What follows belongs to an exercise in optimizing a design on an open flow for small area; a production flow would make more cautious choices.
At most, simulation tests tie the RTL to the original design; equivalence was not proved.
Function not checked in run 1: the RTL went through the layout flow alone.
Power and IR drop assume default switching activity.

==> design/flow/design.v <==
module rpn_debounce (
        input  logic clk, rst, PB,
        output logic pressed_pulse,
        output logic pressed_status
    );
    logic sync_aux, sync;
    logic [3:0] s;
    logic x, st12, st13, clr, hold;
    assign x    = s[3] & s[2];
    assign st12 = x & ~s[0];
    assign st13 = x & s[0];
    assign clr  = (~sync & ~st12) | st13;
    assign hold = sync & st12;
    always_ff @(posedge clk) begin
        if (rst) begin
            sync_aux <= 1'b0;
            sync     <= 1'b0;
            s        <= 4'd0;
        end else begin
            sync_aux <= PB;
            sync     <= sync_aux;
            if (clr)        s <= 4'd0;
            else if (!hold) s <= s + 4'd1;
        end
    end
    assign pressed_pulse  = s[3] & s[1] & s[0];
    assign pressed_status = st12;
endmodule
module rpn_fsm (
        input  logic clk, reset, enter_p, undo_p,
        output logic [7:0] st
    );
    localparam logic [2:0] WA = 3'd0, LA = 3'd4, WB = 3'd1, LB = 3'd5,
                           WO = 3'd2, LO = 3'd6, LR = 3'd7, SR = 3'd3;
    logic [2:0] s, n;
    always_comb begin
        n = s;
        case (s)
            WA: if (enter_p) n = LA;
            LA: n = WB;
            WB: if (enter_p) n = LB; else if (undo_p) n = WA;
            LB: n = WO;
            WO: if (enter_p) n = LO; else if (undo_p) n = WB;
            LO: n = LR;
            LR: n = SR;
            default: if (enter_p) n = WA; else if (undo_p) n = WO;
        endcase
    end
    always_ff @(posedge clk) begin
        if (reset) s <= WA;
        else       s <= n;
    end
    assign st = {s == SR, s == LR, s == LO, s == WO, s == LB, s == WB, s == LA, s == WA};
endmodule
module rpn_alu (
        input  logic clk, reset, ld_a, ld_b, ld_op, ld_res, show,
        input  logic [15:0] DataIn,
        output logic [3:0] Flags,
        output logic [15:0] R,
        output logic        r_ne_in
    );
    logic [15:0] A, B;
    logic [1:0]  Op;
    always_ff @(posedge clk) begin
        if (ld_a) A  <= DataIn;
        if (ld_b) B  <= DataIn;
        if (ld_op) Op <= DataIn[1:0];
    end
    logic [15:0] bx, s;
    logic [16:0] c;
    logic        sub;
    assign sub  = ~Op[1] & Op[0];
    assign bx   = B ^ {16{sub}};
    assign c[0] = sub;
    for (genvar i = 0; i < 16; i++) begin : g_add
        assign s[i]   = A[i] ^ bx[i] ^ c[i];
        assign c[i+1] = (A[i] & bx[i]) | (c[i] & (A[i] | bx[i]));
    end
    always_comb begin
        case (Op)
            2'd0, 2'd1: R = s;
            2'd2:       R = A | B;
            default:    R = A & B;
        endcase
    end
    logic cN, cZ, cC, cV;
    assign cN = R[15];
    assign cZ = (R == 16'd0);
    assign cC = ~Op[1] & c[16] & (~Op[0] | (B != 16'd0));
    assign cV = ~Op[1] & (c[16] ^ c[15]);
    always_ff @(posedge clk) begin
        if (reset)       Flags <= 4'd0;
        else if (ld_res) Flags <= {cN, cZ, cC, cV};
    end
    assign r_ne_in = (R != DataIn);
endmodule
module rpn_conv (
        input  logic clk, reset, ld_res, show, r_ne_in,
        input  logic [15:0] DataIn, R,
        output logic [15:0] disp,
        output logic [18:0] bcd,
        output logic        bcd_valid
    );
    logic [15:0] prev;
    assign disp = show ? prev : DataIn;
    always_ff @(posedge clk) begin
        if (reset)       prev <= 16'd0;
        else if (ld_res) prev <= R;
        else             prev <= disp;
    end
    logic u1;
    always_ff @(posedge clk) u1 <= ld_res & r_ne_in;
    logic update;
    assign update = show ? u1 : (prev != DataIn);
    logic [5:0] cnt;
    logic       t_wait, t_load;
    logic       cidle;
    assign cidle = (cnt == 6'd0);
    always_ff @(posedge clk) begin
        if (reset) begin
            t_wait <= 1'b0;
            t_load <= 1'b0;
            cnt    <= 6'd0;
        end else begin
            t_wait <= (~t_wait & update) | (t_wait & ~cidle);
            t_load <= t_wait & cidle;
            cnt    <= cnt + {5'd0, (~cidle | t_load)};
        end
    end
    logic [17:0] sh;
    logic        bit_in;
    logic [17:0] sh_a3;
    assign bit_in = cnt[5] & disp[~cnt[4:1]];
    function automatic logic [3:0] add3(input logic [3:0] d);
        add3[3] = d[3] | (d[2] & (d[1] | d[0]));
        add3[2] = (d[2] & ~d[1] & ~d[0]) | (d[3] & d[0]);
        add3[1] = (d[1] & ~d[2]) | (d[1] & d[0]) | (d[3] & ~d[0]);
        add3[0] = (~d[3] & ~d[2] & d[0]) | (d[2] & d[1] & ~d[0]) | (d[3] & ~d[0]);
    endfunction
    assign sh_a3 = {sh[17:16], add3(sh[15:12]), add3(sh[11:8]), add3(sh[7:4]), add3(sh[3:0])};
    always_ff @(posedge clk) begin
        if (cnt[5] & ~cnt[0]) sh <= sh_a3;
        else                  sh <= {sh[16:0], bit_in};
    end
    always_ff @(posedge clk) begin
        if (cnt == 6'd63) bcd <= {sh, disp[0]};
        if (reset)             bcd_valid <= 1'b0;
        else if (cnt == 6'd63) bcd_valid <= 1'b1;
    end
endmodule
module rpn_disp (
        input  logic clk, reset, fmt,
        input  logic [15:0] disp,
        input  logic [18:0] bcd,
        input  logic        bcd_valid,
        output logic [6:0] Segments,
        output logic [4:0] Anodes
    );
    logic [2:0] sel;
    always_ff @(posedge clk) begin
        if (reset) sel <= 3'd0;
        else       sel <= sel + 3'd1;
    end
    logic [3:0] hex_nib, bcd_nib, dig;
    always_comb begin
        case (sel[1:0])
            2'd0: hex_nib = disp[3:0];
            2'd1: hex_nib = disp[7:4];
            2'd2: hex_nib = disp[11:8];
            default: hex_nib = disp[15:12];
        endcase
        case (sel[1:0])
            2'd0: bcd_nib = bcd[3:0];
            2'd1: bcd_nib = bcd[7:4];
            2'd2: bcd_nib = bcd[11:8];
            default: bcd_nib = bcd[15:12];
        endcase
        if (sel[2]) bcd_nib = (sel[1:0] == 2'd0) ? {1'b0, bcd[18:16]} : 4'd0;
        if (fmt) dig = bcd_valid ? bcd_nib : 4'd0;
        else     dig = sel[2] ? 4'd0 : hex_nib;
    end
    always_comb begin
        case (dig)
            4'h0: Segments = 7'b100_0000;
            4'h1: Segments = 7'b111_1001;
            4'h2: Segments = 7'b010_0100;
            4'h3: Segments = 7'b011_0000;
            4'h4: Segments = 7'b001_1001;
            4'h5: Segments = 7'b001_0010;
            4'h6: Segments = 7'b000_0010;
            4'h7: Segments = 7'b111_1000;
            4'h8: Segments = 7'b000_0000;
            4'h9: Segments = 7'b001_1000;
            4'ha: Segments = 7'b000_1000;
            4'hb: Segments = 7'b000_0011;
            4'hc: Segments = 7'b100_0110;
            4'hd: Segments = 7'b010_0001;
            4'he: Segments = 7'b000_0110;
            default: Segments = 7'b000_1110;
        endcase
    end
    always_comb begin
        case (sel)
            3'd0: Anodes = 5'b11110;
            3'd1: Anodes = 5'b11101;
            3'd2: Anodes = 5'b11011;
            3'd3: Anodes = 5'b10111;
            3'd4: Anodes = 5'b01111;
            default: Anodes = 5'b11111;
        endcase
    end
endmodule
module Act3_RPCalculator #(parameter N_debouncer = 10) (
        input  logic        clk, resetN,
        input  logic        Enter, Undo, DisplayFormat,
        input  logic [15:0] DataIn,
        output logic [3:0]  Flags,
        output logic [7:0]  CurrentState,
        output logic [6:0]  Segments,
        output logic [4:0]  Anodes
    );
    logic reset_aux, reset;
    always_ff @(posedge clk) begin
        reset_aux <= ~resetN;
        reset     <= reset_aux;
    end
    logic enter_p, undo_p, fmt;
    rpn_debounce db_enter (.clk(clk), .rst(reset), .PB(Enter),
        .pressed_pulse(enter_p), .pressed_status());
    rpn_debounce db_undo  (.clk(clk), .rst(reset), .PB(Undo),
        .pressed_pulse(undo_p), .pressed_status());
    rpn_debounce db_fmt   (.clk(clk), .rst(reset), .PB(DisplayFormat),
        .pressed_pulse(), .pressed_status(fmt));
    logic [7:0] st;
    rpn_fsm fsm (.clk(clk), .reset(reset), .enter_p(enter_p), .undo_p(undo_p), .st(st));
    assign CurrentState = st;
    logic [15:0] disp, R;
    logic        r_ne_in;
    rpn_alu alu (.clk(clk), .reset(reset), .ld_a(st[1]), .ld_b(st[3]), .ld_op(st[5]),
        .ld_res(st[6]), .show(st[7]), .DataIn(DataIn), .Flags(Flags), .R(R), .r_ne_in(r_ne_in));
    logic [18:0] bcd;
    logic        bcd_valid;
    rpn_conv conv (.clk(clk), .reset(reset), .ld_res(st[6]), .show(st[7]), .r_ne_in(r_ne_in),
        .DataIn(DataIn), .R(R), .disp(disp), .bcd(bcd), .bcd_valid(bcd_valid));
    rpn_disp dsp (.clk(clk), .reset(reset), .fmt(fmt), .disp(disp), .bcd(bcd), .bcd_valid(bcd_valid),
        .Segments(Segments), .Anodes(Anodes));
endmodule
==> design/flow/flow/run.sh <==
#!/bin/bash
# Own layout flow: the standard flow, with the combinational logic of the
# standard synthesis re-mapped by an area-oriented ABC script (no adder cells),
# and the smallest buffer on the ports. Registers (names, count, cell types)
# are those of the standard synthesis; the flow checks this before using the
# re-mapped netlist and falls back to the standard netlist otherwise.
set -euo pipefail
W=$(pwd)
R=$W/orfs/results/$FLOW_PLATFORM/Act3_RPCalculator/base

# 1. the standard synthesis (the reference for register names)
bash standard.sh synth > $W/std_synth.log 2>&1
cp $R/1_2_yosys.v $W/std_1_2_yosys.v

# 2. the same synthesis script with another ABC script and no adder mapping
rm -rf $W/own_scripts $W/own
cp -r $FLOW_HOME/scripts $W/own_scripts
cp $W/flow/abc_area.script $W/own_scripts/abc_area.script
make -C $FLOW_HOME DESIGN_CONFIG=$W/config.mk WORK_HOME=$W/own CLKGATE_MAP_FILE= \
    SYNTH_SCRIPT=$W/synth_recipe.tcl SCRIPTS_DIR=$W/own_scripts ABC_AREA=1 ADDER_MAP_FILE= \
    synth > $W/own_synth.log 2>&1 || true
OWN=$W/own/results/$FLOW_PLATFORM/Act3_RPCalculator/base/1_2_yosys.v

# 3. use it only if it has exactly the standard synthesis's registers
if [[ -f $OWN ]] && python3 $W/flow/check_regs.py $W/std_1_2_yosys.v $OWN > $W/check_regs.log 2>&1; then
    cp $OWN $R/1_2_yosys.v
    echo "using the re-mapped netlist" >> $W/check_regs.log
else
    echo "using the standard netlist" >> $W/check_regs.log
fi
rm -f $R/1_synth.odb $R/1_synth.sdc

# 4. the rest of the standard flow
bash standard.sh "BUFFER_PORTS_ARGS=-buffer_cell sky130_fd_sc_hd__buf_1" finish > $W/std_layout.log 2>&1
==> design/flow/flow/abc_area.script <==
strash
dc2
dch -f
amap
topo
==> design/flow/flow/check_regs.py <==
# Compare the registers of two flat gate-level netlists: instance name and
# cell type (drive strength stripped) of every flip-flop or latch.
import re, sys

SEQ = re.compile(r'sky130_fd_sc_hd__(df|edf|sdf|dl|sedf)')

def regs(path):
    text = open(path).read()
    out = {}
    for m in re.finditer(r'^\s*(sky130_fd_sc_hd__\w+)\s+(\\\S+|\S+)\s*\(', text, re.M):
        cell, name = m.group(1), m.group(2)
        if SEQ.match(cell) and not cell.startswith('sky130_fd_sc_hd__dlygate') \
                and not cell.startswith('sky130_fd_sc_hd__dlymetal'):
            out[name] = re.sub(r'_\d+$', '', cell)
    return out

a, b = regs(sys.argv[1]), regs(sys.argv[2])
print(f"standard: {len(a)} registers, re-mapped: {len(b)} registers")
if a != b:
    for k in sorted(set(a) | set(b)):
        if a.get(k) != b.get(k):
            print("differs:", k, a.get(k), b.get(k))
    sys.exit(1)
print("registers match")
==> design/flow/standard.sh <==
#!/bin/bash
# synth_recipe.tcl (not shown) runs the flow's synth.tcl, then flattens the netlist and writes it again
# the make line also repeats each setting of config.mk as NAME=value (left out here)
make -C /OpenROAD-flow-scripts/flow DESIGN_CONFIG=/design/flow/config.mk WORK_HOME=/design/flow/orfs CLKGATE_MAP_FILE= SYNTH_SCRIPT=/design/flow/synth_recipe.tcl "${@:-finish}"
==> design/flow/config.mk <==
export PLATFORM = sky130hd
export DESIGN_NAME = Act3_RPCalculator
export DESIGN_NICKNAME = Act3_RPCalculator
export VERILOG_FILES = /design/flow/design.v
export SDC_FILE = /design/flow/constraint.sdc
export NUM_CORES = 4
export LEC_CHECK = 0
export ABC_AREA = 1
export CAP_MARGIN = 20
export CORE_MARGIN = 2
export CORE_UTILIZATION = 60
export CTS_BUF_LIST = sky130_fd_sc_hd__clkbuf_8
export CTS_CLUSTER_DIAMETER = 100
export CTS_CLUSTER_SIZE = 30
export SLEW_MARGIN = 20
==> design/flow/constraint.sdc <==
create_clock -name core_clock -period 7.0 [get_ports {clk}]
set_input_delay 1.4000 -clock core_clock [delete_from_list [all_inputs] [get_ports {clk}]]
set_output_delay 1.4000 -clock core_clock [all_outputs]
set_load 0.01 [all_outputs]
==> results of run 1 <==
## final timing paths
| kind | from | to | slack [ps] |
|---|---|---|---|
| worst min-delay path | reset_aux$_DFF_P_ | reset$_DFF_P_ | 330 |
| worst max register to register | alu.Op[1]$_DFFE_PP_ | conv.u1$_DFF_P_ | 1410 |
| worst min register to register | reset_aux$_DFF_P_ | reset$_DFF_P_ | 330 |
| worst max-delay path | fsm.s[0]$_SDFFE_PP0P_ | Segments[6] | 970 |
## sequential cells by signal (all words and copies together) (netlist names), 2 cells and up
register	count
dsp.sel	3
conv.sh	18
db_enter.s	4
db_undo.s	4
alu.A	16
conv.bcd	19
alu.Flags	4
db_fmt.s	4
conv.cnt	6
conv.prev	16
alu.B	16
fsm.s	3
alu.Op	2
## report_power, final
part,total (mW),internal (mW),switching [mW]
logic,0.158,0.0573,0.101
clock network,0.638,0.355,0.283
registers,0.807,0.788,0.0187
total,1.60,1.20,0.403
## cell type report
| class | count | share of cell area (%) |
|---|---|---|
| Clock buffer | 18 | 3.51 |
| Clock inverter | 14 | 2.09 |
| Inverter | 92 | 4.89 |
| Multi-Input combinational cell | 517 | 40.0 |
| Sequential cell | 127 | 43.8 |
| Tap cell | 136 | 2.41 |
| Timing Repair Buffer | 53 | 3.30 |
## per-stage QoR
| step | util [%] | area, sq um | worst slack, ps | hold WS [ps] |
|---|---|---|---|---|
| 2_1_floorplan | - | 6290 | 1520 | 310 |
| 3_3_place_gp | 64.9 | 6670 | 1610 | 312 |
| 3_5_place_dp | 64.9 | 6670 | 1430 | 323 |
| 4_1_cts | 68.7 | 7060 | 1040 | 342 |
| 5_1_grt | 68.7 | 7060 | 538 | 347 |
| 6_report | 68.7 | 7060 | 970 | 333 |
## worst max-delay path, stage by stage (launching register included)
cell and delay, ps:
dfxtp_1 370, clkinv_1 180, nor2_1 230, clkinv_1 120
nor2_1 160, clkinv_1 480, o22ai_1 550, a221oi_1 170
o32ai_1 710, clkinv_1 310, o21ai_0 320, clkinv_1 130
o32ai_1 280, buf_1 180
## metal layers
metal | GRT usage, % | routed length (um) | vias to the layer above
met3 | 5.95 | 876 | 58
met1 | 33.6 | 6520 | 2712
met5 | 0 | 0 | -
li1 | - | - | 2889
met2 | 47.9 | 7640 | 211
met4 | 16.9 | 626 | 0
==> impl_metrics.py, run 1 <==
metrics = {
    "sta": {
        "tns_ps": 0,
        "worstMarginPinSlew_ps": 796,
        "fmax_mhz": 166,
        "slew_violations": 0,
        "period_needed_ps": 6030,
        "grt_setup_unrepaired": "no",
        "hold_viol": 0,
        "setup-violations-final": 0,
        "finClkSkew_ps": 8.92,
        "fin_crit_sh_pct": 86.1,
        "relSlewSlack_pct": 46.8,
    },
    "floorplanning": {
        "chipWidth_um": 106,
        "rows": 37,
        "core_sq_um": 10300,
        "io_pins": 45,
        "die_area_sq_um": 11300,
        "die_h_um": 106,
        "start_util_pct": 61.2,
    },
    "power": {
        "power_density_nw_per_um2": 227,
        "power_leakage_nw": 2.34,
        "total_power_mw": 1.60,
        "ir_worst_vdd_v": 0.000176,
    },
    "yosys": {
        "synth_nets": 762,
        "netlist_area_sq_um": 6290,
        "syn_avg_cell_area_sq_um": 8.49,
        "ys_warn_count": 6,
        "synth_cells": 741,
    },
    "detailed_routing": {
        "num_vias": 5870,
        "wirelength_um": 15700,
        "dr.first_iter.drc_count": 590,
        "viasPerCell": 6.13,
        "drc_errors": 0,
        "ant_nets": 0,
        "wl_per_cell_um": 16.4,
        "dr.pass1.iters": 5,
    },
    "hold_path": {
        "min_path_type": "register to register",
        "min_path_cells": 0,
    },
    "clocking": {
        "cts_made_buffers": 17,
        "cts_setup_buffers": 0,
        "path_clk_slew_ps": 70,
        "max-clock-path-buffers": 2,
        "ctsRootBufferMaster": "clkbuf_8",
        "clock_latency_ps": 440,
        "postCtsHoldBufs": 0,
        "cts_tree": "done",
        "cts.sink_count": 127,
        "post_cts_resized": 0,
        "htreeDepth": 4,
    },
    "global_route": {
        "grt_pass1_wl_um": 25000,
        "grt_antenna_before_repair": 0,
        "grt_max_degree": 30,
        "grt_remaining_overflow": 0,
        "grt_pass1_vias": 5443,
        "track_usage_pct": 28.5,
    },
    "setup_path": {
        "reg2regPathDepth": 36,
        "critical_path_class": "register to output port",
        "crit_arrival_ps": 4630,
        "cp_max_fo": 18,
        "critPathLaunchType": "register",
        "crit_required_ps": 5600,
        "end_kind": "output port",
    },
    "layout": {
        "nets": 829,
        "area_growth_pct": 12.2,
        "layout_common_cells": "nor2_1, clkinv_1, nand2_1, dfxtp_1, o21ai_0",
        "fill_cells": 846,
        "multi_input_area_sq_um": 2820,
        "drive_above_1_share_pct": 4.75,
        "seq_area_sq_um": 3090,
        "n_antenna_cell": 0,
        "stdcell_count": 957,
        "final_common_cell": "nor2_1",
    },
    "flow_run": {
        "maxCapViolations": 0,
    },
    "placement": {
        "placedCellCount": 925,
        "gp_congestion": 0.883,
        "dp_hpwl_um": 11200,
        "io_buffers": 44,
    },
    "run_status": {
        "status": "no timing/DRC/antenna violations",
    },
}
==> run 2: changes to the inputs <==
--- a/design/flow/design.v
+++ b/design/flow/design.v
@@ -66,22 +66,17 @@
         if (ld_b) B  <= DataIn;
         if (ld_op) Op <= DataIn[1:0];
     end
-    logic [15:0] bx, s;
+    logic [15:0] bx, g, p;
     logic [16:0] c;
     logic        sub;
     assign sub  = ~Op[1] & Op[0];
     assign bx   = B ^ {16{sub}};
+    assign g    = A & bx;
+    assign p    = A ^ bx;
     assign c[0] = sub;
     for (genvar i = 0; i < 16; i++) begin : g_add
-        assign s[i]   = A[i] ^ bx[i] ^ c[i];
-        assign c[i+1] = (A[i] & bx[i]) | (c[i] & (A[i] | bx[i]));
-    end
-    always_comb begin
-        case (Op)
-            2'd0, 2'd1: R = s;
-            2'd2:       R = A | B;
-            default:    R = A & B;
-        endcase
+        assign c[i+1] = g[i] | (p[i] & c[i]);
+        assign R[i]   = Op[1] ? (Op[0] ? g[i] : (p[i] | g[i])) : (p[i] ^ c[i]);
     end
     logic cN, cZ, cC, cV;
     assign cN = R[15];
@@ -104,9 +99,9 @@
     logic [15:0] prev;
     assign disp = show ? prev : DataIn;
     always_ff @(posedge clk) begin
-        if (reset)       prev <= 16'd0;
-        else if (ld_res) prev <= R;
-        else             prev <= disp;
+        if (reset)                prev <= 16'd0;
+        else if (ld_res | show)   prev <= R;
+        else                      prev <= DataIn;
     end
     logic u1;
     always_ff @(posedge clk) u1 <= ld_res & r_ne_in;
--- a/design/flow/config.mk
+++ b/design/flow/config.mk
@@ -9,7 +9,7 @@
 export CAP_MARGIN = 20
 export CORE_MARGIN = 2
 export CORE_UTILIZATION = 60
-export CTS_BUF_LIST = sky130_fd_sc_hd__clkbuf_8
-export CTS_CLUSTER_DIAMETER = 100
-export CTS_CLUSTER_SIZE = 30
+export CTS_BUF_LIST = sky130_fd_sc_hd__clkbuf_2 sky130_fd_sc_hd__clkbuf_4 sky130_fd_sc_hd__clkbuf_8
+export CTS_CLUSTER_DIAMETER = 50
+export CTS_CLUSTER_SIZE = 20
 export SLEW_MARGIN = 20
==> run 2 against run 1 <==
  * Synthesized area shrank 2.7%
  * Flip-flop and latch count is the same
  * Highest routed layer unchanged
  * Combinational power shrank 6%
  * Critical path type is now register to register
  * Final area shrank 3.0%
  * Global-route usage shrank 1.4 points
  * Setup slack lost 17 ps
  * Non-clock buffer count shrank 3
==> impl_metrics.py, run 2 <==
metrics = {
    "run_status": {
        "status": "no timing/DRC/antenna violations",
    },
    "placement": {
        "io_buffers": 44,
        "place_area_sq_um": 6470,
        "gp_congestion": 0.884,
        "dp_slack_ps": 734,
        "dp_hpwl_um": 10900,
    },
    "detailed_routing": {
        "viasPerCell": 5.96,
        "num_vias": 5480,
        "dr.first_iter.drc_count": 298,
        "ant_nets": 0,
        "wirelength_um": 14700,
        "dr.pass1.iters": 5,
        "wl_per_cell_um": 16.0,
        "drc_errors": 0,
    },
    "clocking": {
        "ctsRootBufferMaster": "clkbuf_8",
        "postCtsHoldBufs": 0,
        "cts.sink_count": 127,
        "max-clock-path-buffers": 2,
        "cts_made_buffers": 17,
        "clock_latency_ps": 430,
        "path_clk_slew_ps": 70,
        "post_cts_resized": 0,
        "cts_tree": "done",
        "htreeDepth": 4,
        "cts_setup_buffers": 0,
    },
    "global_route": {
        "grt_max_degree": 26,
        "grt_pass1_vias": 5131,
        "grt_remaining_overflow": 0,
        "track_usage_pct": 27.1,
        "grt_antenna_before_repair": 0,
        "grt_pass1_wl_um": 23900,
    },
    "floorplanning": {
        "start_util_pct": 62.1,
        "rows": 36,
        "io_pins": 45,
        "die_area_sq_um": 11000,
        "core_sq_um": 9860,
        "die_h_um": 105,
        "chipWidth_um": 105,
    },
    "power": {
        "total_power_mw": 1.56,
        "power_density_nw_per_um2": 228,
        "ir_worst_vdd_v": 0.000137,
        "power_leakage_nw": 2.23,
    },
    "sta": {
        "grt_setup_unrepaired": "no",
        "hold_viol": 0,
        "slew_violations": 0,
        "fmax_mhz": 165,
        "setup-violations-final": 0,
        "finClkSkew_ps": 10.7,
        "fin_crit_sh_pct": 86.4,
        "relSlewSlack_pct": 39.1,
        "worstMarginPinSlew_ps": 912,
        "setup_slack_ps": 954,
        "period_needed_ps": 6050,
        "tns_ps": 0,
    },
    "layout": {
        "top_register": "conv.bcd",
        "fill_cells": 775,
        "nets": 795,
        "area_growth_pct": 11.8,
        "drive_above_1_share_pct": 4.83,
        "final_common_cell": "nor2_1",
        "utilization_pct": 69.4,
        "reg.largest.list": "conv.bcd: 19 flops, conv.sh: 18 flops",
        "final_cell_area_sq_um": 6850,
        "largest_reg_flops": 19,
        "layout_common_cells": "nor2_1, clkinv_1, dfxtp_1",
        "n_antenna_cell": 0,
    },
    "setup_path": {
        "critical_path_class": "register to register",
        "cp_max_fo": 12,
        "slowest_stage": "edfxtp_1",
        "crit_required_ps": 7280,
        "slowest_delay_ps": 400,
        "end_kind": "register",
        "cp_top_family": "simple AND/OR/NAND/NOR gates",
        "critPathLaunchType": "register",
        "cpMostUsedCell": "nor2_1",
        "crit_arrival_ps": 6330,
        "path_buf_inv": 3,
    },
    "yosys": {
        "synth_nets": 731,
        "synth_cells": 710,
        "syn_avg_cell_area_sq_um": 8.63,
        "ys_warn_count": 6,
        "netlist_area_sq_um": 6130,
    },
    "flow_run": {
        "maxCapViolations": 0,
    },
    "hold_path": {
        "min_path_type": "register to register",
    },
}
==> run 2: metrics by stage <==
| stage | hold WS [ps] | instances |
|---|---|---|
| after CTS | 347 | 920 |
| final | 346 | 920 |
| after detailed placement | 314 | 888 |
| after floorplan | 310 | 710 |
| after global routing | 362 | 920 |
| after global placement | 316 | 888 |
==> run 2: layer usage <==
layer	global-route usage (%)	part of all wire, %
met2	46.3	50
met3	5.74	5.2
met4	10.0	1.9
met5	0	0
met1	33.8	43
==> run 2: path summary, 6_finish.rpt <==
| kind | slack (ps) | startpoint | cells after the start | to |
|---|---|---|---|---|
| worst max-delay path | 950 | alu.Op[0]$_DFFE_PP_ | 37 | alu.Flags[2]$_SDFFE_PP0P_ |
| worst min-delay path | 350 | reset_aux$_DFF_P_ | 0 | reset$_DFF_P_ |
| worst max register to register | 950 | alu.Op[0]$_DFFE_PP_ | 37 | alu.Flags[2]$_SDFFE_PP0P_ |
| worst min register to register | 350 | reset_aux$_DFF_P_ | 0 | reset$_DFF_P_ |
==> run 2: area by class of cell <==
cell class	count	area, sq um	area share (%)
multi-input cells	498	2700	39.5
clock inverters	12	120	1.75
well taps	133	166	2.43
clock buffers	20	256	3.74
repair buffers	50	210	3.07
inverters	80	300	4.38
flip-flops and latches	127	3090	45.2
==> run 2: report_power, final <==
part           leakage (nW)  internal (mW)  total, mW  switching, mW
combinational         0.947         0.0543      0.149         0.0947
clock                 0.190          0.323      0.603          0.280
sequential             1.09          0.788      0.809         0.0209
total                  2.23           1.17       1.56          0.395
==> run 3: changes to the inputs <==
--- a/design/flow/config.mk
+++ b/design/flow/config.mk
@@ -9,7 +9,7 @@
 export CAP_MARGIN = 20
 export CORE_MARGIN = 2
 export CORE_UTILIZATION = 60
-export CTS_BUF_LIST = sky130_fd_sc_hd__clkbuf_2 sky130_fd_sc_hd__clkbuf_4 sky130_fd_sc_hd__clkbuf_8
-export CTS_CLUSTER_DIAMETER = 50
-export CTS_CLUSTER_SIZE = 20
+export CTS_BUF_LIST = sky130_fd_sc_hd__clkbuf_8
+export CTS_CLUSTER_DIAMETER = 100
+export CTS_CLUSTER_SIZE = 30
 export SLEW_MARGIN = 20
==> run 3 against run 2 <==
  * Wire length is essentially flat
  * Setup slack improved by 6.7 ps
  * Still clean
  * Synthesized area unchanged
  * Highest routed layer unchanged
  * Power shrank 1.1%
  * Critical path depth stayed put
==> impl_metrics.py, run 3 <==
metrics = {
    "global_route": {
        "grt_pass1_vias": 5124,
        "track_usage_pct": 27.1,
        "grt_pass1_wl_um": 23900,
        "grt_remaining_overflow": 0,
        "grt_max_degree": 26,
        "grt_antenna_before_repair": 0,
    },
    "clocking": {
        "cts_made_buffers": 17,
        "clock_latency_ps": 430,
        "cts_tree": "done",
        "htreeDepth": 4,
        "max-clock-path-buffers": 2,
        "cts.sink_count": 127,
        "ctsRootBufferMaster": "clkbuf_8",
        "path_clk_slew_ps": 70,
        "cts_setup_buffers": 0,
    },
    "yosys": {
        "syn_avg_cell_area_sq_um": 8.63,
        "synth_nets": 731,
        "ys_warn_count": 6,
        "netlist_area_sq_um": 6130,
        "synth_cells": 710,
    },
    "floorplanning": {
        "die_area_sq_um": 11000,
        "start_util_pct": 62.1,
        "chipWidth_um": 105,
        "io_pins": 45,
        "rows": 36,
        "die_h_um": 105,
        "core_sq_um": 9860,
    },
    "layout": {
        "layout_common_cells": "nor2_1, clkinv_1, dfxtp_1",
        "drive_above_1_share_pct": 4.45,
        "reg.largest.list": "conv.bcd: 19 flops, conv.sh: 18 flops",
        "largest_reg_flops": 19,
        "n_antenna_cell": 0,
        "top_register": "conv.bcd",
        "final_common_cell": "nor2_1",
        "area_growth_pct": 11.6,
        "nets": 795,
    },
    "sta": {
        "worstMarginPinSlew_ps": 919,
        "grt_setup_unrepaired": "no",
        "period_needed_ps": 6040,
        "slew_violations": 0,
        "setup-violations-final": 0,
        "setup_slack_ps": 961,
        "tns_ps": 0,
        "relSlewSlack_pct": 38.7,
        "fmax_mhz": 166,
        "fin_crit_sh_pct": 86.3,
        "finClkSkew_ps": 11.0,
        "hold_viol": 0,
    },
    "setup_path": {
        "slowest_delay_ps": 400,
        "crit_required_ps": 7280,
        "crit_arrival_ps": 6320,
        "critical_path_class": "register to register",
        "critPathLaunchType": "register",
        "end_kind": "register",
        "slowest_stage": "edfxtp_1",
        "cp_max_fo": 12,
        "cpMostUsedCell": "nor2_1",
    },
    "power": {
        "ir_worst_vdd_v": 0.000137,
        "power_density_nw_per_um2": 226,
        "power_leakage_nw": 2.23,
    },
    "placement": {
        "dp_slack_ps": 734,
        "gp_congestion": 0.884,
        "io_buffers": 44,
        "dp_hpwl_um": 10900,
    },
    "hold_path": {
        "min_path_type": "register to register",
    },
    "detailed_routing": {
        "drc_errors": 0,
        "wirelength_um": 14700,
        "num_vias": 5491,
        "wl_per_cell_um": 16.0,
        "dr.first_iter.drc_count": 319,
        "ant_nets": 0,
        "viasPerCell": 5.97,
        "dr.pass1.iters": 5,
    },
    "flow_run": {
        "maxCapViolations": 0,
    },
    "run_status": {
        "status": "no timing/DRC/antenna violations",
    },
}
run 3: power breakdown:
part / switching [mW] / internal (mW)
registers: 0.0208 / 0.788
clock network: 0.279 / 0.307
logic: 0.0946 / 0.0543
total: 0.395 / 1.15
run 3: routing by layer:
layer	wire length, um	vias up	GRT usage (%)
li1	-	2765	-
met1	6330	2527	33.8
met2	7350	172	46.2
met3	759	27	5.93
met4	280	0	10.0
met5	0	-	0
run 3: timing repair:
| item | CTS | global route |
|---|---|---|
| endpoints found under the setup margin | 0 | 4 |
| hold buffers | 0 | 0 |
| hold endpoints to repair | 0 | 0 |
| gates resized for setup | 0 | 2 |
run 3: final timing paths:
kind / startpoint / endpoint / slack (ps) / depth (start not counted)
max: alu.Op[0]$_DFFE_PP_ / alu.Flags[2]$_SDFFE_PP0P_ / 960 / 37
min: reset_aux$_DFF_P_ / reset$_DFF_P_ / 350 / 0
max reg2reg: alu.Op[0]$_DFFE_PP_ / alu.Flags[2]$_SDFFE_PP0P_ / 960 / 37
min reg2reg: reset_aux$_DFF_P_ / reset$_DFF_P_ / 350 / 0
run 3: layout make-up:
class,instances,area (sq um)
Multi-Input combinational cell,498,2700
Clock buffer,17,234
Fill cell,772,3030
Sequential cell,127,3090
Timing Repair Buffer,50,210
Clock inverter,15,131
Inverter,80,300
Tap cell,133,166
run 3: metrics by stage:
stage,cells,power (mW),cell area (sq um),util [%],hold WS (ps)
finish,920,1.54,6840,69.3,346
global route,920,1.60,6840,69.3,362
CTS,920,1.55,6830,69.3,347
detailed placement,888,0.970,6470,65.6,314
global placement,888,0.965,6470,65.6,316
floorplan,710,0.923,6130,-,310
run 3: critical path: cells and delay by family (launching register included):
family                 cells  cell delay [ps]
buffers and inverters      3              650
AND/OR/NAND/NOR           27             3930
flip-flops                 1              400
AO/OA/AOI/OAI              7              920
==> run 4: changes to the inputs <==
--- a/design/flow/flow/run.sh
+++ b/design/flow/flow/run.sh
@@ -31,4 +31,8 @@
 rm -f $R/1_synth.odb $R/1_synth.sdc
 
 # 4. the rest of the standard flow
-bash standard.sh "BUFFER_PORTS_ARGS=-buffer_cell sky130_fd_sc_hd__buf_1" finish > $W/std_layout.log 2>&1
+# clock tree: small buffers and no dummy loads
+CTS="-sink_clustering_enable -repair_clock_nets -dont_use_dummy_load"
+CTS="$CTS -buf_list {sky130_fd_sc_hd__clkbuf_4 sky130_fd_sc_hd__clkbuf_8}"
+CTS="$CTS -sink_clustering_size 16 -sink_clustering_max_diameter 60"
+bash standard.sh "BUFFER_PORTS_ARGS=-buffer_cell sky130_fd_sc_hd__buf_1" "CTS_ARGS=$CTS" finish > $W/std_layout.log 2>&1
--- a/design/flow/config.mk
+++ b/design/flow/config.mk
@@ -9,7 +9,4 @@
 export CAP_MARGIN = 20
 export CORE_MARGIN = 2
 export CORE_UTILIZATION = 60
-export CTS_BUF_LIST = sky130_fd_sc_hd__clkbuf_8
-export CTS_CLUSTER_DIAMETER = 100
-export CTS_CLUSTER_SIZE = 30
 export SLEW_MARGIN = 20
==> run 4 against run 3 <==
  * Die area unchanged
  * Final cell count down 1.6%
  * Synthesized area unchanged
  * Clock power down 24%
  * Power down 8.9%
  * Sequential share of layout area up 0.89 points
  * Maximum frequency up 0.27%
  * Non-clock buffer count unchanged
  * Global-route usage down 0.41 points
  * Largest cell class unchanged
  * Highest routed layer unchanged
==> impl_metrics.py, run 4 <==
metrics = {
    "power": {
        "power.internal_mw": 1.06,
        "power_leakage_nw": 2.16,
        "pwr-share-comb_pct": 10.6,
        "power_density_nw_per_um2": 210,
        "switching_share_pct": 24.9,
        "p_clk_share_pct": 31.9,
        "power_frac_seq_pct": 57.6,
        "power.switching_uw": 351,
        "ir_worst_vdd_v": 0.000127,
    },
    "setup_path": {
        "cpMostUsedCell": "nor2_1",
        "slowest_stage": "a2111oi_0",
        "critical_path_class": "register to register",
        "slowest_delay_ps": 520,
        "end_kind": "register",
        "cp_max_fo": 12,
        "crit_arrival_ps": 6340,
        "crit_required_ps": 7310,
        "critPathLaunchType": "register",
    },
    "run_status": {
        "status": "no timing/DRC/antenna violations",
    },
    "layout": {
        "layout_common_cells": "nor2_1, clkinv_1, dfxtp_1",
        "final_common_cell": "nor2_1",
        "area_growth_pct": 9.48,
        "stdcell_count": 905,
        "drive_above_1_share_pct": 3.11,
        "top_register": "conv.bcd",
        "nets": 795,
        "n_antenna_cell": 0,
        "reg.largest.list": "conv.bcd: 19 flops, conv.sh: 18 flops",
        "final_cell_area_sq_um": 6710,
        "largest_reg_flops": 19,
    },
    "clocking": {
        "ctsRootBufferMaster": "clkbuf_8",
        "cts_setup_buffers": 0,
        "clock_latency_ps": 430,
        "cts_made_buffers": 17,
        "path_clk_slew_ps": 60,
        "max-clock-path-buffers": 2,
        "htreeDepth": 4,
        "cts_tree": "done",
        "cts.sink_count": 127,
    },
    "placement": {
        "io_buffers": 44,
        "place_area_sq_um": 6470,
        "dp_hpwl_um": 10900,
        "gp_congestion": 0.884,
        "placedCellCount": 888,
    },
    "yosys": {
        "ys_warn_count": 6,
        "synth_cells": 710,
        "syn_avg_cell_area_sq_um": 8.63,
        "netlist_area_sq_um": 6130,
        "synth_nets": 731,
    },
    "floorplanning": {
        "core_sq_um": 9860,
        "io_pins": 45,
        "chipWidth_um": 105,
        "rows": 36,
        "start_util_pct": 62.1,
        "die_area_sq_um": 11000,
        "die_h_um": 105,
    },
    "sta": {
        "period_needed_ps": 6020,
        "relSlewSlack_pct": 38.8,
        "timing.hold.ws_ps": 343,
        "grt_setup_unrepaired": "no",
        "fmax_mhz": 166,
        "tns_ps": 0,
        "slew_violations": 0,
        "hold_viol": 0,
        "finClkSkew_ps": 23.9,
        "worstMarginPinSlew_ps": 917,
        "fin_crit_sh_pct": 86.0,
        "setup-violations-final": 0,
    },
    "flow_run": {
        "maxCapViolations": 0,
    },
    "detailed_routing": {
        "ant_nets": 0,
        "dr.pass1.iters": 5,
        "dr.first_iter.drc_count": 308,
        "wirelength_um": 14600,
        "num_vias": 5464,
        "drc_errors": 0,
        "viasPerCell": 6.04,
        "wl_per_cell_um": 16.1,
    },
    "global_route": {
        "grt_antenna_before_repair": 0,
        "grt_pass1_wl_um": 23500,
        "grt_pass1_vias": 5086,
        "grt_remaining_overflow": 0,
        "grt_max_degree": 26,
        "track_usage_pct": 26.7,
    },
    "hold_path": {
        "min_path_type": "register to register",
    },
}
run 4: through the flow:
stage / utilization (%) / worst slack, ps / power [mW]
floorplan: - / 1140 / 0.923
global placement: 65.6 / 1190 / 0.965
detailed placement: 65.6 / 734 / 0.970
CTS: 67.9 / 736 / 1.41
global route: 68.0 / 114 / 1.46
finish: 68.0 / 977 / 1.41
run 4: worst paths after layout:
kind | start | endpoint | slack [ps] | cells after the start
worst max-delay path | alu.Op[0]$_DFFE_PP_ | conv.u1$_DFF_P_ | 980 | 35
worst min-delay path | reset_aux$_DFF_P_ | reset$_DFF_P_ | 340 | 0
worst max register to register | alu.Op[0]$_DFFE_PP_ | conv.u1$_DFF_P_ | 980 | 35
worst min register to register | reset_aux$_DFF_P_ | reset$_DFF_P_ | 340 | 0
run 4: critical path, delay by kind of cell, from the launching register on:
kind / cells / cell delay [ps]
DFF: 1 / 400
buffers and inverters: 1 / 350
AOI/OAI and AO/OA: 14 / 2680
and+or+nand+nor: 20 / 2460
run 4: what timing repair did:
action	in CTS	in global routing
hold buffers	0	0
resized for setup	0	2
hold endpoints to repair	0	0
endpoints found under the setup margin	0	4
run 4: area by class of cell:
type	count	area, sq um
Clock buffer	17	234
Fill cell	782	3160
Inverter	80	300
Multi-Input combinational cell	498	2700
Sequential cell	127	3090
Tap cell	133	166
Timing Repair Buffer	50	210
run 4: power groups by stage:
stage	Sequential [mW]	Clock (mW)	Combinational [mW]
after floorplan	0.819	0	0.104
final	0.810	0.448	0.149
after global routing	0.811	0.483	0.165
after global placement	0.823	0	0.142
after detailed placement	0.825	0	0.146
after CTS	0.809	0.454	0.147
run 4: per-layer routing:
metal | vias up | GRT usage [%] | wire [um]
met5 | - | 0 | 0
met4 | 0 | 9.05 | 217
met3 | 23 | 5.49 | 660
met2 | 158 | 46.1 | 7330
met1 | 2529 | 33.4 | 6400
li1 | 2754 | - | -
==> run 5: changes to the inputs <==
--- a/design/flow/design.v
+++ b/design/flow/design.v
@@ -1,30 +1,42 @@
-module rpn_debounce (
+module rpn_debounce #(parameter DELAY = 10) (
         input  logic clk, rst, PB,
         output logic pressed_pulse,
         output logic pressed_status
     );
+    localparam W = $clog2(DELAY + 4);
+    localparam logic [W-1:0] S_PRESSED  = W'(DELAY + 1);
+    localparam logic [W-1:0] S_STABLE   = W'(DELAY + 2);
+    localparam logic [W-1:0] S_RELEASED = W'(DELAY + 3);
     logic sync_aux, sync;
-    logic [3:0] s;
-    logic x, st12, st13, clr, hold;
-    assign x    = s[3] & s[2];
-    assign st12 = x & ~s[0];
-    assign st13 = x & s[0];
-    assign clr  = (~sync & ~st12) | st13;
-    assign hold = sync & st12;
+    logic [W-1:0] s;
+    logic is_pressed, is_stable, is_released, clr, hold;
+    generate
+        if (DELAY == 10) begin : g_d10
+            assign is_pressed  = s[3] & s[1] & s[0];
+            assign is_stable   = s[3] & s[2] & ~s[0];
+            assign is_released = s[3] & s[2] & s[0];
+        end else begin : g_any
+            assign is_pressed  = (s == S_PRESSED);
+            assign is_stable   = (s == S_STABLE);
+            assign is_released = (s == S_RELEASED);
+        end
+    endgenerate
+    assign clr  = (~sync & ~is_stable) | is_released;
+    assign hold = sync & is_stable;
     always_ff @(posedge clk) begin
         if (rst) begin
             sync_aux <= 1'b0;
             sync     <= 1'b0;
-            s        <= 4'd0;
+            s        <= '0;
         end else begin
             sync_aux <= PB;
             sync     <= sync_aux;
-            if (clr)        s <= 4'd0;
-            else if (!hold) s <= s + 4'd1;
+            if (clr)        s <= '0;
+            else if (!hold) s <= s + 1'b1;
         end
     end
-    assign pressed_pulse  = s[3] & s[1] & s[0];
-    assign pressed_status = st12;
+    assign pressed_pulse  = is_pressed;
+    assign pressed_status = is_stable;
 endmodule
 module rpn_fsm (
         input  logic clk, reset, enter_p, undo_p,
@@ -220,11 +232,11 @@
         reset     <= reset_aux;
     end
     logic enter_p, undo_p, fmt;
-    rpn_debounce db_enter (.clk(clk), .rst(reset), .PB(Enter),
+    rpn_debounce #(N_debouncer) db_enter (.clk(clk), .rst(reset), .PB(Enter),
         .pressed_pulse(enter_p), .pressed_status());
-    rpn_debounce db_undo  (.clk(clk), .rst(reset), .PB(Undo),
+    rpn_debounce #(N_debouncer) db_undo  (.clk(clk), .rst(reset), .PB(Undo),
         .pressed_pulse(undo_p), .pressed_status());
-    rpn_debounce db_fmt   (.clk(clk), .rst(reset), .PB(DisplayFormat),
+    rpn_debounce #(N_debouncer) db_fmt   (.clk(clk), .rst(reset), .PB(DisplayFormat),
         .pressed_pulse(), .pressed_status(fmt));
     logic [7:0] st;
     rpn_fsm fsm (.clk(clk), .reset(reset), .enter_p(enter_p), .undo_p(undo_p), .st(st));
--- a/design/flow/flow/run.sh
+++ b/design/flow/flow/run.sh
@@ -31,8 +31,6 @@
 rm -f $R/1_synth.odb $R/1_synth.sdc
 
 # 4. the rest of the standard flow
-# clock tree: small buffers and no dummy loads
-CTS="-sink_clustering_enable -repair_clock_nets -dont_use_dummy_load"
-CTS="$CTS -buf_list {sky130_fd_sc_hd__clkbuf_4 sky130_fd_sc_hd__clkbuf_8}"
-CTS="$CTS -sink_clustering_size 16 -sink_clustering_max_diameter 60"
-bash standard.sh "BUFFER_PORTS_ARGS=-buffer_cell sky130_fd_sc_hd__buf_1" "CTS_ARGS=$CTS" finish > $W/std_layout.log 2>&1
+# clock tree and port buffer settings
+source $W/flow/knobs.sh
+bash standard.sh "BUFFER_PORTS_ARGS=-buffer_cell $PORT_BUF" "CTS_ARGS=$CTS" $EXTRA finish > $W/std_layout.log 2>&1
==> design/flow/flow/knobs.sh (new file) <==
# settings for run.sh
PORT_BUF=sky130_fd_sc_hd__buf_1
# clock tree: small buffers and no dummy loads
CTS="-sink_clustering_enable -repair_clock_nets -dont_use_dummy_load"
CTS="$CTS -buf_list {sky130_fd_sc_hd__clkbuf_2 sky130_fd_sc_hd__clkbuf_4}"
CTS="$CTS -sink_clustering_size 10 -sink_clustering_max_diameter 40"
EXTRA=""
==> run 5 against run 4 <==
  * Sequential power hardly changed
  * Synthesized cell count stayed put
  * Combinational power hardly changed
  * Largest power group unchanged
  * Maximum frequency is 0.58% lower
  * Critical path depth is 19 lower
  * Power is 8.6% lower
  * Flip-flop and latch count stayed put
  * Critical endpoint is now Segments[3]
==> impl_metrics.py, run 5 <==
metrics = {
    "setup_path": {
        "critPathLaunchType": "register",
        "crit_arrival_ps": 4660,
        "crit_required_ps": 5600,
        "cp_max_fo": 20,
        "critical_path_class": "register to output port",
        "end_kind": "output port",
    },
    "floorplanning": {
        "start_util_pct": 62.1,
        "die_area_sq_um": 11000,
        "die_h_um": 105,
        "core_sq_um": 9860,
        "chipWidth_um": 105,
        "io_pins": 45,
        "rows": 36,
    },
    "sta": {
        "period_needed_ps": 6060,
        "finClkSkew_ps": 29.1,
        "grt_setup_unrepaired": "no",
        "fin_crit_sh_pct": 86.6,
        "hold_viol": 0,
        "fmax_mhz": 165,
        "relSlewSlack_pct": 39.9,
        "worstMarginPinSlew_ps": 900,
        "timing.hold.ws_ps": 351,
        "tns_ps": 0,
        "slew_violations": 0,
        "setup-violations-final": 0,
        "setup_slack_ps": 941,
    },
    "detailed_routing": {
        "wirelength_um": 14700,
        "viasPerCell": 6.07,
        "dr.first_iter.drc_count": 305,
        "drc_errors": 0,
        "wl_per_cell_um": 16.2,
        "dr.pass1.iters": 5,
        "num_vias": 5493,
        "ant_nets": 0,
    },
    "global_route": {
        "grt_remaining_overflow": 0,
        "grt_antenna_before_repair": 0,
        "grt_max_degree": 26,
        "track_usage_pct": 26.8,
        "grt_pass1_vias": 5142,
        "grt_pass1_wl_um": 23600,
    },
    "layout": {
        "final_cell_area_sq_um": 6600,
        "area_growth_pct": 7.74,
        "n_antenna_cell": 0,
        "layout_common_cells": "nor2_1, clkinv_1, dfxtp_1",
        "final_common_cell": "nor2_1",
        "drive_above_1_share_pct": 3.11,
        "reg.largest.list": "conv.bcd: 19 flops, conv.sh: 18 flops",
        "nets": 795,
        "top_register": "conv.bcd",
        "fill_cells": 813,
        "largest_reg_flops": 19,
    },
    "yosys": {
        "ys_warn_count": 6,
        "syn_avg_cell_area_sq_um": 8.63,
        "synth_cells": 710,
        "synth_nets": 731,
        "netlist_area_sq_um": 6130,
    },
    "run_status": {
        "status": "no timing/DRC/antenna violations",
    },
    "clocking": {
        "cts_setup_buffers": 0,
        "ctsRootBufferMaster": "clkbuf_4",
        "clock_latency_ps": 500,
        "cts_made_buffers": 17,
        "max-clock-path-buffers": 2,
        "htreeDepth": 4,
        "cts.sink_count": 127,
        "cts_tree": "done",
        "path_clk_slew_ps": 100,
    },
    "power": {
        "switching_share_pct": 25.9,
        "p_clk_share_pct": 25.5,
        "power.internal_uw": 953,
        "power_density_nw_per_um2": 195,
        "pwr-share-comb_pct": 11.6,
        "power_frac_seq_pct": 62.9,
        "ir_worst_vdd_v": 0.000163,
        "power.switching_uw": 333,
        "power_leakage_nw": 2.12,
    },
    "flow_run": {
        "maxCapViolations": 0,
    },
    "placement": {
        "dp_hpwl_um": 10900,
        "gp_congestion": 0.884,
        "dp_slack_ps": 734,
        "place_area_sq_um": 6470,
        "io_buffers": 44,
    },
    "hold_path": {
        "min_path_type": "register to register",
    },
}
## run 5: metal layers
layer	up-vias	global-route usage (%)	part of all wire [%]
met1	2540	33.0	44
met5	-	0	0
met3	23	5.99	4.8
li1	2762	-	-
met2	168	46.3	50
met4	0	9.71	1.6
## run 5: path summary, 6_finish.rpt
path	depth (start not counted)	from	slack [ps]	to
worst min register to register	0	reset_aux$_DFF_P_	350	reset$_DFF_P_
worst min-delay path	0	reset_aux$_DFF_P_	350	reset$_DFF_P_
worst max register to register	35	alu.Op[0]$_DFFE_PP_	970	conv.u1$_DFF_P_
worst max-delay path	16	fsm.s[0]$_SDFFE_PP0P_	940	Segments[3]
## run 5: critical path: stages, from the launching register on
cell and delay (ps):
dfxtp_1 350, clkinv_1 140, nor2_1 550, clkinv_1 220, nor2_1 130, buf_4 250
clkinv_1 430, o22ai_1 400, o22ai_1 130, nor3_1 150, a211oi_1 60, o21ai_0 510
clkinv_1 260, nor2_1 180, nor2_1 80, a21oi_1 150, buf_1 160
## run 5: timing repair
action                     4_1_cts  5_1_grt
resized for setup                0        2
hold buffers                     0        0
setup endpoints to repair        0        4
## run 5: area by class of cell
class,instances,area [sq um],area share [%]
Inverter,80,300,4.55
Sequential cell,127,3090,46.9
Multi-Input combinational cell,498,2700,41.0
Clock buffer,17,128,1.93
Tap cell,133,166,2.52
Timing Repair Buffer,50,210,3.18
## run 5: stage by stage
step | util, % | power, mW | std cells
2_1_floorplan | - | 0.923 | 710
3_3_place_gp | 65.6 | 0.965 | 888
3_5_place_dp | 65.6 | 0.970 | 888
4_1_cts | 66.8 | 1.29 | 905
5_1_grt | 66.9 | 1.34 | 905
6_report | 66.9 | 1.29 | 905
## run 5: power groups by stage
stage	Combinational (mW)	Clock, mW	Sequential (mW)
after floorplan	0.104	0	0.819
after CTS	0.147	0.339	0.808
after global routing	0.166	0.366	0.811
after detailed placement	0.146	0	0.825
final	0.149	0.328	0.809
after global placement	0.142	0	0.823
==> run 6: changes to the inputs <==
==> design/flow/flow/knobs.sh (replaced) <==
PORT_BUF=sky130_fd_sc_hd__buf_1
CTS="-sink_clustering_enable -repair_clock_nets -dont_use_dummy_load"
CTS="$CTS -buf_list {sky130_fd_sc_hd__clkbuf_8}"
CTS="$CTS -sink_clustering_size 32 -sink_clustering_max_diameter 200"
EXTRA=""
==> run 6 against run 5 <==
  * Die area is the same
  * Critical path depth rose by 19
  * Synthesized cell count unchanged
  * Critical path type is now register to register
  * Combinational power barely moved
  * Power grew 9.5%
  * Via count down 0.53%
  * Sequential share of layout area is 0.74 points lower
  * Sequential power is essentially flat
  * Wire length shrank 0.57%
  * Non-clock buffer count is the same
==> impl_metrics.py, run 6 <==
metrics = {
    "run_status": {
        "status": "no timing/DRC/antenna violations",
    },
    "power": {
        "power_density_nw_per_um2": 210,
        "ir_worst_vdd_v": 0.000127,
        "power_leakage_nw": 2.16,
    },
    "layout": {
        "final_common_cell": "nor2_1",
        "top_register": "conv.bcd",
        "area_growth_pct": 9.48,
        "utilization_pct": 68.0,
        "drive_above_1_share_pct": 3.11,
        "final_cell_area_sq_um": 6710,
        "n_antenna_cell": 0,
        "layout_common_cells": "nor2_1, clkinv_1, dfxtp_1",
        "largest_reg_flops": 19,
        "fill_cells": 782,
        "reg.largest.list": "conv.bcd: 19 flops, conv.sh: 18 flops",
        "nets": 795,
    },
    "setup_path": {
        "slowest_stage": "a2111oi_0",
        "cp_num_cells": 35,
        "slowest_delay_ps": 520,
        "crit_end": "conv.u1$_DFF_P_",
        "rrSetupSlack_ps": 980,
        "worstReg2RegStart": "alu.Op[0]$_DFFE_PP_",
        "setup.worst_path.start": "alu.Op[0]$_DFFE_PP_",
        "cp_top_family": "compound AO/OA/AOI/OAI gates",
        "path_buf_inv": 1,
        "cp_max_fo": 12,
        "crit_arrival_ps": 6340,
        "r2r-end": "conv.u1$_DFF_P_",
        "crit_required_ps": 7310,
        "cpMostUsedCell": "nor2_1",
        "critical_path_class": "register to register",
        "reg2regPathDepth": 35,
        "critPathLaunchType": "register",
        "end_kind": "register",
    },
    "detailed_routing": {
        "drc_errors": 0,
        "dr.first_iter.drc_count": 308,
        "dr.pass1.iters": 5,
        "ant_nets": 0,
        "viasPerCell": 6.04,
        "wirelength_um": 14600,
        "num_vias": 5464,
        "wl_per_cell_um": 16.1,
    },
    "yosys": {
        "netlist_area_sq_um": 6130,
        "synth_cells": 710,
        "synth_nets": 731,
        "syn_avg_cell_area_sq_um": 8.63,
        "ys_warn_count": 6,
    },
    "sta": {
        "slew_violations": 0,
        "relSlewSlack_pct": 38.8,
        "fmax_mhz": 166,
        "hold_viol": 0,
        "period_needed_ps": 6020,
        "worstMarginPinSlew_ps": 917,
        "setup-violations-final": 0,
        "tns_ps": 0,
        "grt_setup_unrepaired": "no",
        "fin_crit_sh_pct": 86.0,
        "finClkSkew_ps": 23.9,
    },
    "clocking": {
        "htreeDepth": 4,
        "cts_setup_buffers": 0,
        "cts_made_buffers": 17,
        "cts.sink_count": 127,
        "clock_latency_ps": 430,
        "path_clk_slew_ps": 60,
        "ctsRootBufferMaster": "clkbuf_8",
        "max-clock-path-buffers": 2,
        "cts_tree": "done",
    },
    "placement": {
        "io_buffers": 44,
        "dp_hpwl_um": 10900,
        "gp_congestion": 0.884,
        "place_area_sq_um": 6470,
    },
    "floorplanning": {
        "rows": 36,
        "io_pins": 45,
        "die_area_sq_um": 11000,
        "die_h_um": 105,
        "chipWidth_um": 105,
        "start_util_pct": 62.1,
        "core_sq_um": 9860,
    },
    "global_route": {
        "grt_pass1_vias": 5086,
        "grt_antenna_before_repair": 0,
        "grt_remaining_overflow": 0,
        "track_usage_pct": 26.7,
        "grt_pass1_wl_um": 23500,
        "grt_max_degree": 26,
    },
    "flow_run": {
        "maxCapViolations": 0,
    },
    "hold_path": {
        "min_path_cells": 0,
        "min_path_type": "register to register",
    },
}
## run 6: cell types whose count changed in the layout (fill, tap and decap cells not counted)
cell      before  now
clkbuf_4      17    0
clkbuf_8       0   17
## run 6: what timing repair did
action | in CTS | in global routing
gates resized for setup | 0 | 2
setup endpoints to repair | 0 | 4
hold buffers | 0 | 0
## run 6: stage by stage
step	std cells	power (mW)	hold WS (ps)	worst slack (ps)
2_1_floorplan	710	0.923	310	1140
3_3_place_gp	888	0.965	316	1190
3_5_place_dp	888	0.970	314	734
4_1_cts	905	1.41	345	736
5_1_grt	905	1.46	361	114
6_report	905	1.41	343	977
## run 6: worst min-delay path by stage
stage,from,endpoint,slack (ps)
detailed placement,reset_aux$_DFF_P_,reset$_DFF_P_,310
global route,reset_aux$_DFF_P_,reset$_DFF_P_,360
CTS,reset_aux$_DFF_P_,reset$_DFF_P_,350
floorplan,reset_aux$_DFF_P_,reset$_DFF_P_,310
global placement,reset_aux$_DFF_P_,reset$_DFF_P_,320
finish,reset_aux$_DFF_P_,reset$_DFF_P_,340
## run 6: where the power goes
part / internal (mW) / switching, mW
clock: 0.213 / 0.235
sequential: 0.789 / 0.0215
combinational: 0.0543 / 0.0944
## run 6: layout make-up
class | count | area (sq um) | area share (%)
repair buffers | 50 | 210 | 3.13
multi-input cells | 498 | 2700 | 40.3
clock buffers | 17 | 234 | 3.49
flip-flops and latches | 127 | 3090 | 46.1
inverters | 80 | 300 | 4.48
well taps | 133 | 166 | 2.48
## run 6: metal layers
metal / GRT usage (%) / up-vias / share of wire [%]
li1: - / 2754 / -
met1: 33.4 / 2529 / 44
met2: 46.1 / 158 / 50
met3: 5.49 / 23 / 4.5
met4: 9.05 / 0 / 1.5
met5: 0 / - / 0
==> run 7: changes to the inputs <==
==> design/flow/flow/knobs.sh (replaced) <==
PORT_BUF=sky130_fd_sc_hd__buf_1
CTS="-sink_clustering_enable -repair_clock_nets -dont_use_dummy_load"
CTS="$CTS -buf_list {sky130_fd_sc_hd__clkbuf_4} -root_buf sky130_fd_sc_hd__clkbuf_8"
CTS="$CTS -sink_clustering_size 24 -sink_clustering_max_diameter 200"
EXTRA=""
==> run 7 against run 6 <==
  * Still clean
  * Register-to-register slack about the same
  * Setup slack worse by 10 ps
  * Synthesized area did not move
  * Final cell count did not move
  * Largest power group unchanged
==> impl_metrics.py, run 7 <==
metrics = {
    "setup_path": {
        "slowest_stage": "o32ai_1",
        "end_kind": "register",
        "critical_path_class": "register to register",
        "cp_max_fo": 12,
        "cpMostUsedCell": "nor2_1",
        "crit_required_ps": 7290,
        "rrSetupSlack_ps": 970,
        "critPathLaunchType": "register",
        "slowest_delay_ps": 470,
        "crit_arrival_ps": 6330,
        "path_buf_inv": 1,
        "cp_top_family": "simple AND/OR/NAND/NOR gates",
    },
    "sta": {
        "tns_ps": 0,
        "slew_violations": 0,
        "relSlewSlack_pct": 39.0,
        "fmax_mhz": 166,
        "timing.hold.ws_ps": 351,
        "worstMarginPinSlew_ps": 914,
        "setup-violations-final": 0,
        "hold_viol": 0,
        "finClkSkew_ps": 29.0,
        "fin_crit_sh_pct": 86.2,
        "grt_setup_unrepaired": "no",
        "period_needed_ps": 6030,
    },
    "floorplanning": {
        "chipWidth_um": 105,
        "rows": 36,
        "start_util_pct": 62.1,
        "die_area_sq_um": 11000,
        "core_sq_um": 9860,
        "die_h_um": 105,
        "io_pins": 45,
    },
    "yosys": {
        "synth_cells": 710,
        "syn_avg_cell_area_sq_um": 8.63,
        "ys_warn_count": 6,
        "netlist_area_sq_um": 6130,
        "synth_nets": 731,
    },
    "placement": {
        "io_buffers": 44,
        "placedCellCount": 888,
        "dp_hpwl_um": 10900,
        "gp_congestion": 0.884,
    },
    "layout": {
        "fill_cells": 810,
        "largest_reg_flops": 19,
        "final_common_cell": "nor2_1",
        "utilization_pct": 67.0,
        "area_growth_pct": 7.84,
        "drive_above_1_share_pct": 3.11,
        "stdcell_count": 905,
        "nets": 795,
        "multi_input_area_sq_um": 2700,
        "top_register": "conv.bcd",
        "seq_area_sq_um": 3090,
        "n_antenna_cell": 0,
        "layout_common_cells": "nor2_1, clkinv_1, dfxtp_1",
        "reg.largest.list": "conv.bcd: 19 flops, conv.sh: 18 flops",
    },
    "detailed_routing": {
        "drc_errors": 0,
        "wl_met1_um": 6320,
        "dr.first_iter.drc_count": 291,
        "wirelength_um": 14600,
        "viasPerCell": 6.03,
        "wl_met2_um": 7320,
        "routed.top_layer": "met4",
        "dr.pass1.iters": 5,
        "wl_per_cell_um": 16.1,
        "met3_length_um": 727,
        "ant_nets": 0,
        "num_vias": 5460,
    },
    "global_route": {
        "grt_antenna_before_repair": 0,
        "grt_pass1_vias": 5115,
        "grt_max_degree": 26,
        "track_usage_pct": 26.7,
        "grt_pass1_wl_um": 23600,
        "grt_remaining_overflow": 0,
    },
    "clocking": {
        "cts.sink_count": 127,
        "cts_made_buffers": 17,
        "htreeDepth": 4,
        "path_clk_slew_ps": 90,
        "ctsRootBufferMaster": "clkbuf_8",
        "max-clock-path-buffers": 2,
        "cts_tree": "done",
        "postCtsHoldBufs": 0,
        "clock_latency_ps": 410,
    },
    "hold_path": {
        "min_path_type": "register to register",
    },
    "run_status": {
        "status": "no timing/DRC/antenna violations",
    },
    "power": {
        "power_density_nw_per_um2": 196,
        "power_leakage_nw": 2.12,
        "ir_worst_vdd_v": 0.000164,
    },
    "flow_run": {
        "maxCapViolations": 0,
    },
}
==> run 7: repair_timing <==
action / 4_1_cts / 5_1_grt
setup endpoints to repair: 0 / 4
buffers inserted: 0 / 0
gates resized for setup: 0 / 2
==> run 7: area by class of cell <==
type / instances / share of cell area (%)
Sequential cell: 127 / 46.8
Multi-Input combinational cell: 498 / 40.9
Inverter: 80 / 4.54
Timing Repair Buffer: 50 / 3.18
Tap cell: 133 / 2.52
Clock buffer: 17 / 2.03
==> run 7: final timing paths <==
kind,from,to,cells past startpoint
max reg2reg,alu.Op[0]$_DFFE_PP_,conv.u1$_DFF_P_,36
max,alu.Op[0]$_DFFE_PP_,conv.u1$_DFF_P_,36
min reg2reg,reset_aux$_DFF_P_,reset$_DFF_P_,0
min,reset_aux$_DFF_P_,reset$_DFF_P_,0
==> run 7: power breakdown <==
part	switching, mW	internal [mW]
sequential	0.0211	0.787
combinational	0.0945	0.0543
clock	0.219	0.119
total	0.335	0.961
==> run 7: routing by layer <==
layer  track usage, %  vias to the layer above
li1                 -                     2757
met1             33.2                     2527
met2             46.0                      150
met3             5.68                       26
met4             8.86                        0
met5                0                        -
==> run 7: through the flow <==
stage          setup WS (ps)  cell area [sq um]  power, mW
3_5_place_dp             734               6470      0.970
2_1_floorplan           1140               6130      0.923
6_report                 967               6610       1.30
4_1_cts                  730               6600       1.30
5_1_grt                  114               6610       1.35
3_3_place_gp            1190               6470      0.965
==> run 8: changes to the inputs <==
==> design/flow/flow/knobs.sh (replaced) <==
PORT_BUF=sky130_fd_sc_hd__buf_1
CTS="-repair_clock_nets -dont_use_dummy_load"
CTS="$CTS -buf_list {sky130_fd_sc_hd__clkbuf_4} -root_buf sky130_fd_sc_hd__clkbuf_8"
EXTRA=""
==> run 8 against run 7 <==
  * Setup slack unchanged
  * Final cell count unchanged
  * Still clean
  * Power unchanged
  * Utilization unchanged
  * Non-clock buffer count unchanged
==> impl_metrics.py, run 8 <==
metrics = {
    "placement": {
        "place_area_sq_um": 6470,
        "io_buffers": 44,
        "gp_congestion": 0.884,
        "dp_hpwl_um": 10900,
    },
    "power": {
        "ir_worst_vdd_v": 0.000164,
        "power_density_nw_per_um2": 196,
        "power_leakage_nw": 2.12,
    },
    "sta": {
        "worstMarginPinSlew_ps": 914,
        "finClkSkew_ps": 29.0,
        "relSlewSlack_pct": 39.0,
        "period_needed_ps": 6030,
        "fin_crit_sh_pct": 86.2,
        "fmax_mhz": 166,
        "tns_ps": 0,
        "slew_violations": 0,
        "grt_setup_unrepaired": "no",
        "setup-violations-final": 0,
        "hold_viol": 0,
    },
    "clocking": {
        "post_cts_resized": 0,
        "cts_setup_buffers": 0,
        "cts.sink_count": 127,
        "cts_tree": "done",
        "max-clock-path-buffers": 2,
        "htreeDepth": 4,
        "path_clk_slew_ps": 90,
        "postCtsHoldBufs": 0,
        "ctsRootBufferMaster": "clkbuf_8",
        "cts_made_buffers": 17,
        "clock_latency_ps": 410,
    },
    "layout": {
        "multi_input_area_sq_um": 2700,
        "fill_cells": 810,
        "area_growth_pct": 7.84,
        "layout_common_cells": "nor2_1, clkinv_1, dfxtp_1",
        "reg.largest.list": "conv.bcd: 19 flops, conv.sh: 18 flops",
        "final_common_cell": "nor2_1",
        "final_cell_area_sq_um": 6610,
        "largest_reg_flops": 19,
        "top_register": "conv.bcd",
        "n_antenna_cell": 0,
        "seq_area_sq_um": 3090,
        "nets": 795,
        "drive_above_1_share_pct": 3.11,
    },
    "global_route": {
        "grt_pass1_wl_um": 23600,
        "grt_remaining_overflow": 0,
        "grt_antenna_before_repair": 0,
        "track_usage_pct": 26.7,
        "grt_max_degree": 26,
        "grt_pass1_vias": 5115,
    },
    "setup_path": {
        "critical_path_class": "register to register",
        "slowest_stage": "o32ai_1",
        "r2r-end": "conv.u1$_DFF_P_",
        "cpMostUsedCell": "nor2_1",
        "reg2regPathDepth": 36,
        "cp_max_fo": 12,
        "critPathLaunchType": "register",
        "end_kind": "register",
        "crit_required_ps": 7290,
        "worstReg2RegStart": "alu.Op[0]$_DFFE_PP_",
        "slowest_delay_ps": 470,
        "rrSetupSlack_ps": 970,
        "crit_arrival_ps": 6330,
    },
    "detailed_routing": {
        "wirelength_um": 14600,
        "dr.first_iter.drc_count": 291,
        "drc_errors": 0,
        "viasPerCell": 6.03,
        "routed.top_layer": "met4",
        "num_vias": 5460,
        "wl_per_cell_um": 16.1,
        "wl_met1_um": 6320,
        "ant_nets": 0,
        "met3_length_um": 727,
        "dr.pass1.iters": 5,
        "wl_met2_um": 7320,
    },
    "floorplanning": {
        "chipWidth_um": 105,
        "start_util_pct": 62.1,
        "core_sq_um": 9860,
        "io_pins": 45,
        "rows": 36,
        "die_h_um": 105,
        "die_area_sq_um": 11000,
    },
    "hold_path": {
        "min_path_cells": 0,
        "hold_end": "reset$_DFF_P_",
        "min_path_type": "register to register",
        "hp-start": "reset_aux$_DFF_P_",
    },
    "flow_run": {
        "maxCapViolations": 0,
    },
    "yosys": {
        "netlist_area_sq_um": 6130,
        "synth_cells": 710,
        "synth_nets": 731,
        "ys_warn_count": 6,
        "syn_avg_cell_area_sq_um": 8.63,
    },
    "run_status": {
        "status": "no timing/DRC/antenna violations",
    },
}
run 8: worst max-delay path, delay by kind of cell, from the launching register on:
kind | cells | cell delay, ps
simple gates | 25 | 3620
compound gates | 10 | 1570
flops | 1 | 410
buf+inv | 1 | 350
run 8: worst max-delay path by stage:
stage          cells past startpoint           startpoint  slack, ps                        end
2_1_floorplan                     35  alu.Op[1]$_DFFE_PP_       1140            conv.u1$_DFF_P_
3_3_place_gp                      36  alu.Op[0]$_DFFE_PP_       1190            conv.u1$_DFF_P_
3_5_place_dp                      36  alu.Op[0]$_DFFE_PP_        730            conv.u1$_DFF_P_
4_1_cts                           36  alu.Op[0]$_DFFE_PP_        730            conv.u1$_DFF_P_
5_1_grt                           36  alu.Op[0]$_DFFE_PP_        110  alu.Flags[2]$_SDFFE_PP0P_
6_report                          36  alu.Op[0]$_DFFE_PP_        970            conv.u1$_DFF_P_
run 8: layout make-up:
| type | instances | area share [%] |
|---|---|---|
| sequential | 127 | 46.8 |
| tap | 133 | 2.52 |
| timing repair buffer | 50 | 3.18 |
| clock buffer | 17 | 2.03 |
| multi-input combinational | 498 | 40.9 |
| inverter | 80 | 4.54 |
run 8: per-layer routing:
metal	vias up	track usage, %
li1	2757	-
met1	2527	33.2
met2	150	46.0
met3	26	5.68
met4	0	8.86
met5	-	0
run 8: where the power goes:
group	internal (mW)	switching [mW]
Combinational	0.0543	0.0945
Sequential	0.787	0.0211
Clock	0.119	0.219
Total	0.961	0.335
run 8: metrics by stage:
stage	utilization (%)	total power [mW]	hold WS [ps]	cells	setup WS (ps)
after floorplan	-	0.923	310	710	1140
after global routing	67.0	1.35	366	905	114
after CTS	66.9	1.30	353	905	730
after detailed placement	65.6	0.970	314	888	734
after global placement	65.6	0.965	316	888	1190
final	67.0	1.30	351	905	967

-- port drivers added, routing unchanged --
No port has a modelled driver above. Below, the same layouts with a new extraction and two added sets of constraints.
Step 1: set_driving_cell puts a clkbuf_16 on clk and a buf_2 on each other input, an assumption about the parent block.
Step 2 times the ports against the registers' clock, not the clock port: input delays grow and output delays shrink by t, the midpoint of the rising clock arrivals with the driver on.
a / b / c = no drivers / after step 1 / after step 2; a / b = the first two.
| run | t, ns | setup slack, ns | clock arrival spread, ns | worst slew at a driven data input, ns | cell pins on the clock port's net |
|---|---|---|---|---|---|
| run 1 | 0.474 | 0.970 / 0.936 / 1.368 | 0.009 / 0.009 | 0.04 | 1 |
| run 2 | 0.456 | 0.954 / 0.929 / 0.954 | 0.011 / 0.011 | 0.03 | 1 |
| run 3 | 0.455 | 0.961 / 0.958 / 0.961 | 0.011 / 0.012 | 0.03 | 1 |
| run 4 | 0.447 | 0.977 / 0.976 / 0.977 | 0.025 / 0.025 | 0.03 | 1 |
| run 5 | 0.519 | 0.941 / 0.908 / 0.967 | 0.030 / 0.030 | 0.03 | 1 |
| run 6 | 0.447 | 0.977 / 0.976 / 0.977 | 0.025 / 0.025 | 0.03 | 1 |
| run 7 | 0.422 | 0.967 / 0.967 / 0.967 | 0.030 / 0.030 | 0.03 | 1 |
| run 8 | 0.422 | 0.967 / 0.967 / 0.967 | 0.030 / 0.030 | 0.03 | 1 |
After both steps every run listed still meets setup and hold.
